This is an optimization exercise on Yosys and OpenROAD, whose aim is a short achievable clock period, not a production implementation.
Function was checked by simulation only, so behaviour that the tests miss may differ from the original.
No activity file was given, so power comes from the tool's default toggle rates.

==> design/flow/design.v <==
`timescale 1ns / 1ps
module timer( input  wire clk,
              input  wire rst,
              input  wire [31:0] addr,
              input  wire [31:0] wdata,
              input  wire [3:0]  wr,
              input  wire        rstrb,
              output reg  [31:0] rdata,
              output wire        irq);
   reg [63:0] mtime;
    reg [63:0] mtimecmp;
    wire timer_sel = (addr[31:16] == 16'h4000);
    wire [63:0] mtime_inc = mtime + 1;
    reg  [63:0] mtime_nxt;
    always @(*) begin
        mtime_nxt = mtime_inc;
        if (timer_sel) begin
            case (addr[3:2])
                2'b00: begin  
                    if (wr[0]) mtime_nxt[7:0]   = wdata[7:0];
                    if (wr[1]) mtime_nxt[15:8]  = wdata[15:8];
                    if (wr[2]) mtime_nxt[23:16] = wdata[23:16];
                    if (wr[3]) mtime_nxt[31:24] = wdata[31:24];
                end
                2'b01: begin  
                    if (wr[0]) mtime_nxt[39:32] = wdata[7:0];
                    if (wr[1]) mtime_nxt[47:40] = wdata[15:8];
                    if (wr[2]) mtime_nxt[55:48] = wdata[23:16];
                    if (wr[3]) mtime_nxt[63:56] = wdata[31:24];
                end
                default: ;
            endcase
        end
    end
    always @(posedge clk or posedge rst) begin
        if (rst)
            mtime <= 64'd0;
        else
            mtime <= mtime_nxt;
    end
    always @(posedge clk) begin
        if (timer_sel && |wr) begin
            case (addr[3:2])
                2'b10: begin  
                    if (wr[0]) mtimecmp[7:0]   <= wdata[7:0];
                    if (wr[1]) mtimecmp[15:8]  <= wdata[15:8];
                    if (wr[2]) mtimecmp[23:16] <= wdata[23:16];
                    if (wr[3]) mtimecmp[31:24] <= wdata[31:24];
                end
                2'b11: begin  
                    if (wr[0]) mtimecmp[39:32] <= wdata[7:0];
                    if (wr[1]) mtimecmp[47:40] <= wdata[15:8];
                    if (wr[2]) mtimecmp[55:48] <= wdata[23:16];
                    if (wr[3]) mtimecmp[63:56] <= wdata[31:24];
                end
                default: ;
            endcase
        end
    end
    always @(*) begin
        rdata = 32'd0;
        if (timer_sel && rstrb) begin
            case (addr[3:2])
                2'b00: rdata = mtime[31:0];
                2'b01: rdata = mtime[63:32];
                2'b10: rdata = mtimecmp[31:0];
                2'b11: rdata = mtimecmp[63:32];
            endcase
        end
    end
    assign irq = (mtime >= mtimecmp);
endmodule
==> design/flow/run.sh <==
#!/bin/bash
# synth_recipe.tcl (not shown) runs the flow's synth.tcl, then flattens the netlist and writes it again
# the make line also repeats each setting of config.mk as NAME=value (left out here)
make -C /OpenROAD-flow-scripts/flow DESIGN_CONFIG=/design/flow/config.mk WORK_HOME=/design/flow/orfs CLKGATE_MAP_FILE= SYNTH_SCRIPT=/design/flow/synth_recipe.tcl finish
==> design/flow/config.mk <==
export PLATFORM = sky130hd
export DESIGN_NAME = timer
export DESIGN_NICKNAME = timer
export VERILOG_FILES = /design/flow/design.v
export SDC_FILE = /design/flow/constraint.sdc
export NUM_CORES = 4
export LEC_CHECK = 0
export CAP_MARGIN = 20
export CORE_MARGIN = 2
export CORE_UTILIZATION = 40
export SETUP_SLACK_MARGIN = 1.5
export SLEW_MARGIN = 20
==> design/flow/constraint.sdc <==
create_clock -name core_clock -period 4.0 [get_ports {clk}]
set_input_delay 0.8000 -clock core_clock [delete_from_list [all_inputs] [get_ports {clk}]]
set_output_delay 0.8000 -clock core_clock [all_outputs]
set_load 0.01 [all_outputs]
==> run summary <==
H-tree depth 4; Routed Antenna Nets 0; min cycle time layout 3.72 ns; CP endpoint kind primary output; GRT met2 Usage between 30% and 40%; peak supply drop approximately 0.26 mV; Final Hold Vio Count 0; Total Routing Usage GR 23.1%; Synth Instances 791; global-route wire length before repair 37,500 µm; crit path launch type flip-flop; Power Total 3.31 mW; clock sinks 128; P&R area growth vs syn 39.1%; vias per std cell 5.46; crit-path max FO 3; sink of the worst hold path mtime[63]; Detailed Routing Iterations Pass 1 5; asr flop ratio synth 50.0%; leak pwr ~4.4 nW; Pwr Density 293 mW/mm²; Initial Util 40.4%; Layout Nets 1,086; WP data arrival 2.92 ns; drt drc 0; YS warnings 1; largest area contributor in the netlist edfxtp_1; flip-flop and latch area ~0.0035 mm²; antenna violations before repair 0; Inserted Clock Buffers 17; period utilization 93.1%; ys flop type edfxtp_1; RD Place Congestion 0.840; die width roughly 150 µm; Post-Route WL ~24,000 µm; post-synthesis sequential area ratio 43.4%; relative slew slack around 66%; Mean Syn Cell Area 10.3 µm²; final core utilization a little under three fifths; Reg-to-Reg End mtime[22]; row count 52; Core Area about 0.02 mm²; Synth area leaders edfxtp_1 (24%), dfrtp_1 (20%), ha_1 (10%); wire per inst 19.6 µm; Iteration-0 DRC Markers about 550; max_cap viols 0; Max Clock Skew roughly 0.014 ns; largest net degree at the start of global routing 33; Worst Hold Depth 2; GR Overflow Total 0; Worst-Skew Late Latency 0.42 ns; FF-to-FF path depth 8; post-route insts no fill 1,233; RSZ-0062 raised after global routing yes; FMAX 0.269 GHz; Mapped Area 0.00813 mm²; Die Ht 147 µm; dpl hpwl 16,500 µm; PortBufs 89; met3 usage 5.06%; Hold-fix buffers, CTS 0; met1 Track Usage GR 31.0%; CP Class reg2out; r2r startpoint mtime[1]; busiest layer in global routing met2; HP Class reg2reg; I/O pin count between 100 and 150; FF+latch count, synth between 100 and 150; final setup fails 0; R2R Setup Slk 1.61 ns; placed cell count 1,153; Inserted Diodes 0; syn_nets 927; vias in the first global route 6,673; die area 0.0215 mm²; Post-synth EDFFs 64; Max Buffers Root-to-Sink 2; Yosys top cell area share 23.6%; Synth cell types 45; root buf cell clkbuf_16; WP data required ~3.2 ns; clk slew on worst S/H paths 0.06 ns; fill count 1,681; outcome finished clean; CTS tree built; via count 6,737; multi-input logic area 0.00460 mm²; hold path startpoint mtime[63]; Worst Tran Pin Value 0.515 ns; max-slew violations 0; layout cells sized above 1 27.9%
## power breakdown
group,leakage [nW],switching (mW),internal [mW]
sequential,1.21,0.00327,1.39
clock,0.310,0.567,1.14
combinational,2.90,0.105,0.108
## repair_timing
action	CTS	global route
resized for setup	271	43
pin swaps	20	13
buffers inserted	34	10
setup endpoints to repair	124	110
gates cloned	4	0
## critical path: stages (launching register included)
cell and delay, ns:
dfrtp_1 0.41, ha_4 0.28, nand4_1 0.16, or4_4 0.60
a221oi_4 0.24, buf_6 0.15, a2111oi_4 0.04, o211a_1 0.24
o211ai_1 0.20, buf_2 0.17
## area by class of cell
type                    count  share of cell area, %
well taps                 270                   2.99
repair buffers            175                   16.9
clock inverters            10                   1.63
multi-input cells         552                   40.7
flip-flops and latches    128                   31.2
clock buffers              22                   4.11
inverters                  76                   2.52
## through the flow
stage / area (µm²) / worst slack (ns) / TNS [ns] / hold slack, ns
global placement: 9780 / -0.0261 / -0.0261 / 0.588
floorplan: 8510 / 1.20 / 0 / 0.529
finish: 11300 / 0.276 / 0 / 0.606
CTS: 11000 / 0.196 / 0 / 0.605
detailed placement: 9780 / -0.00329 / -0.00329 / 0.597
global route: 11300 / 0.165 / 0 / 0.645
## synthesized netlist by cell type, types with 2 or more instances
cell / n
or3_1: 3
a31oi_1: 3
buf_2: 7
buf_1: 3
edfxtp_1: 64
xor2_1: 47
a21o_1: 3
nor2_1: 57
dfrtp_1: 64
nand3_1: 31
ha_1: 65
xnor2_1: 12
mux2_2: 3
nor4_1: 6
clkbuf_1: 23
and4_1: 9
mux4_2: 32
nand2_1: 61
a21oi_1: 66
nor3_1: 10
and2_1: 10
buf_4: 2
inv_1: 76
or4_1: 2
nand4_1: 35
and3_1: 45
o21ai_0: 32
nand4b_1: 2
a221oi_1: 2
## metal layers
metal	share of wire, %	up-vias	wire length (µm)
met2	48	198	11600
met3	5.4	38	1310
met5	0	-	0
met4	2.5	0	594
met1	44	3306	10600
li1	-	3195	-
## logic make-up (layout without fill, tap and decap cells)
| family | count (synthesis) | after routing | synth area share [%] |
|---|---|---|---|
| AO/OA/AOI/OAI | 115 | 115 | 7.65 |
| multiplexers | 35 | 35 | 9.28 |
| buffers and inverters | 111 | 283 | 5.33 |
| adder cells (fa/ha/maj) | 65 | 65 | 10.0 |
| flip-flops | 128 | 128 | 43.4 |
| AND/OR/NAND/NOR | 278 | 278 | 18.0 |
| XOR/XNOR | 59 | 59 | 6.36 |
## how the worst max path moves through the flow
stage,start,end,slack [ns],cells past startpoint
2_1_floorplan,mtime[12],irq,1.20,7
6_report,mtime[13],irq,0.28,9
4_1_cts,mtime[14],irq,0.20,9
3_3_place_gp,mtime[15],irq,-0.03,9
3_5_place_dp,mtimecmp[15],irq,-0.003,10
5_1_grt,mtime[13],irq,0.17,9
## cells in the final DEF, fill, tap and decap left out, drive strengths merged, types with 3 or more instances in the layout
| cell | n |
|---|---|
| clkdlybuf4s50 | 38 |
| mux2 | 3 |
| nand2 | 61 |
| ha | 65 |
| nor4 | 7 |
| dfrtp | 64 |
| buf | 133 |
| clkbuf | 22 |
| xnor2 | 12 |
| o21ai | 32 |
| bufinv | 5 |
| or3 | 3 |
| mux4 | 32 |
| inv | 76 |
| a21oi | 66 |
| xor2 | 47 |
| nor2 | 57 |
| and3 | 45 |
| a21o | 3 |
| clkinv | 3 |
| and4 | 9 |
| a31oi | 3 |
| nand4 | 35 |
| nand3 | 32 |
| and2 | 10 |
| clkdlybuf4s15 | 4 |
| nor3 | 10 |
| edfxtp | 64 |
## state kept, by name, indices dropped and copies added, names as in the netlist
register / cells
mtime: 64
mtimecmp: 64

what the ideal ports hide:
In the flow no input, the clock included, has a driving cell. The finished layout below was timed again as built, in two steps.
Step 1 sets driving cells, clkbuf_16 on the clock port and buf_2 on the other inputs (assumed; they add their load-dependent delay and slew).
Step 2 adds t to the input delays and takes it off the output delays; t is the mean of the earliest and latest rising clock arrival at the registers after step 1. Input paths then give back, and output paths get back, about the clock's delay inside the block.
Three values: no drivers, after step 1, after step 2; two values: the first two.
t (ns): 0.457
slack for setup (ns): 0.276 / 0.234 / 0.690
hold slack, ns: 0.606 / 0.606 / 0.606
slew at the worst register clock pin (ns): 0.06 / 0.06
After both steps setup and hold are still met in this run. The setup slack of this run moves by -0.042 ns with the drivers and by +0.414 ns with both steps.
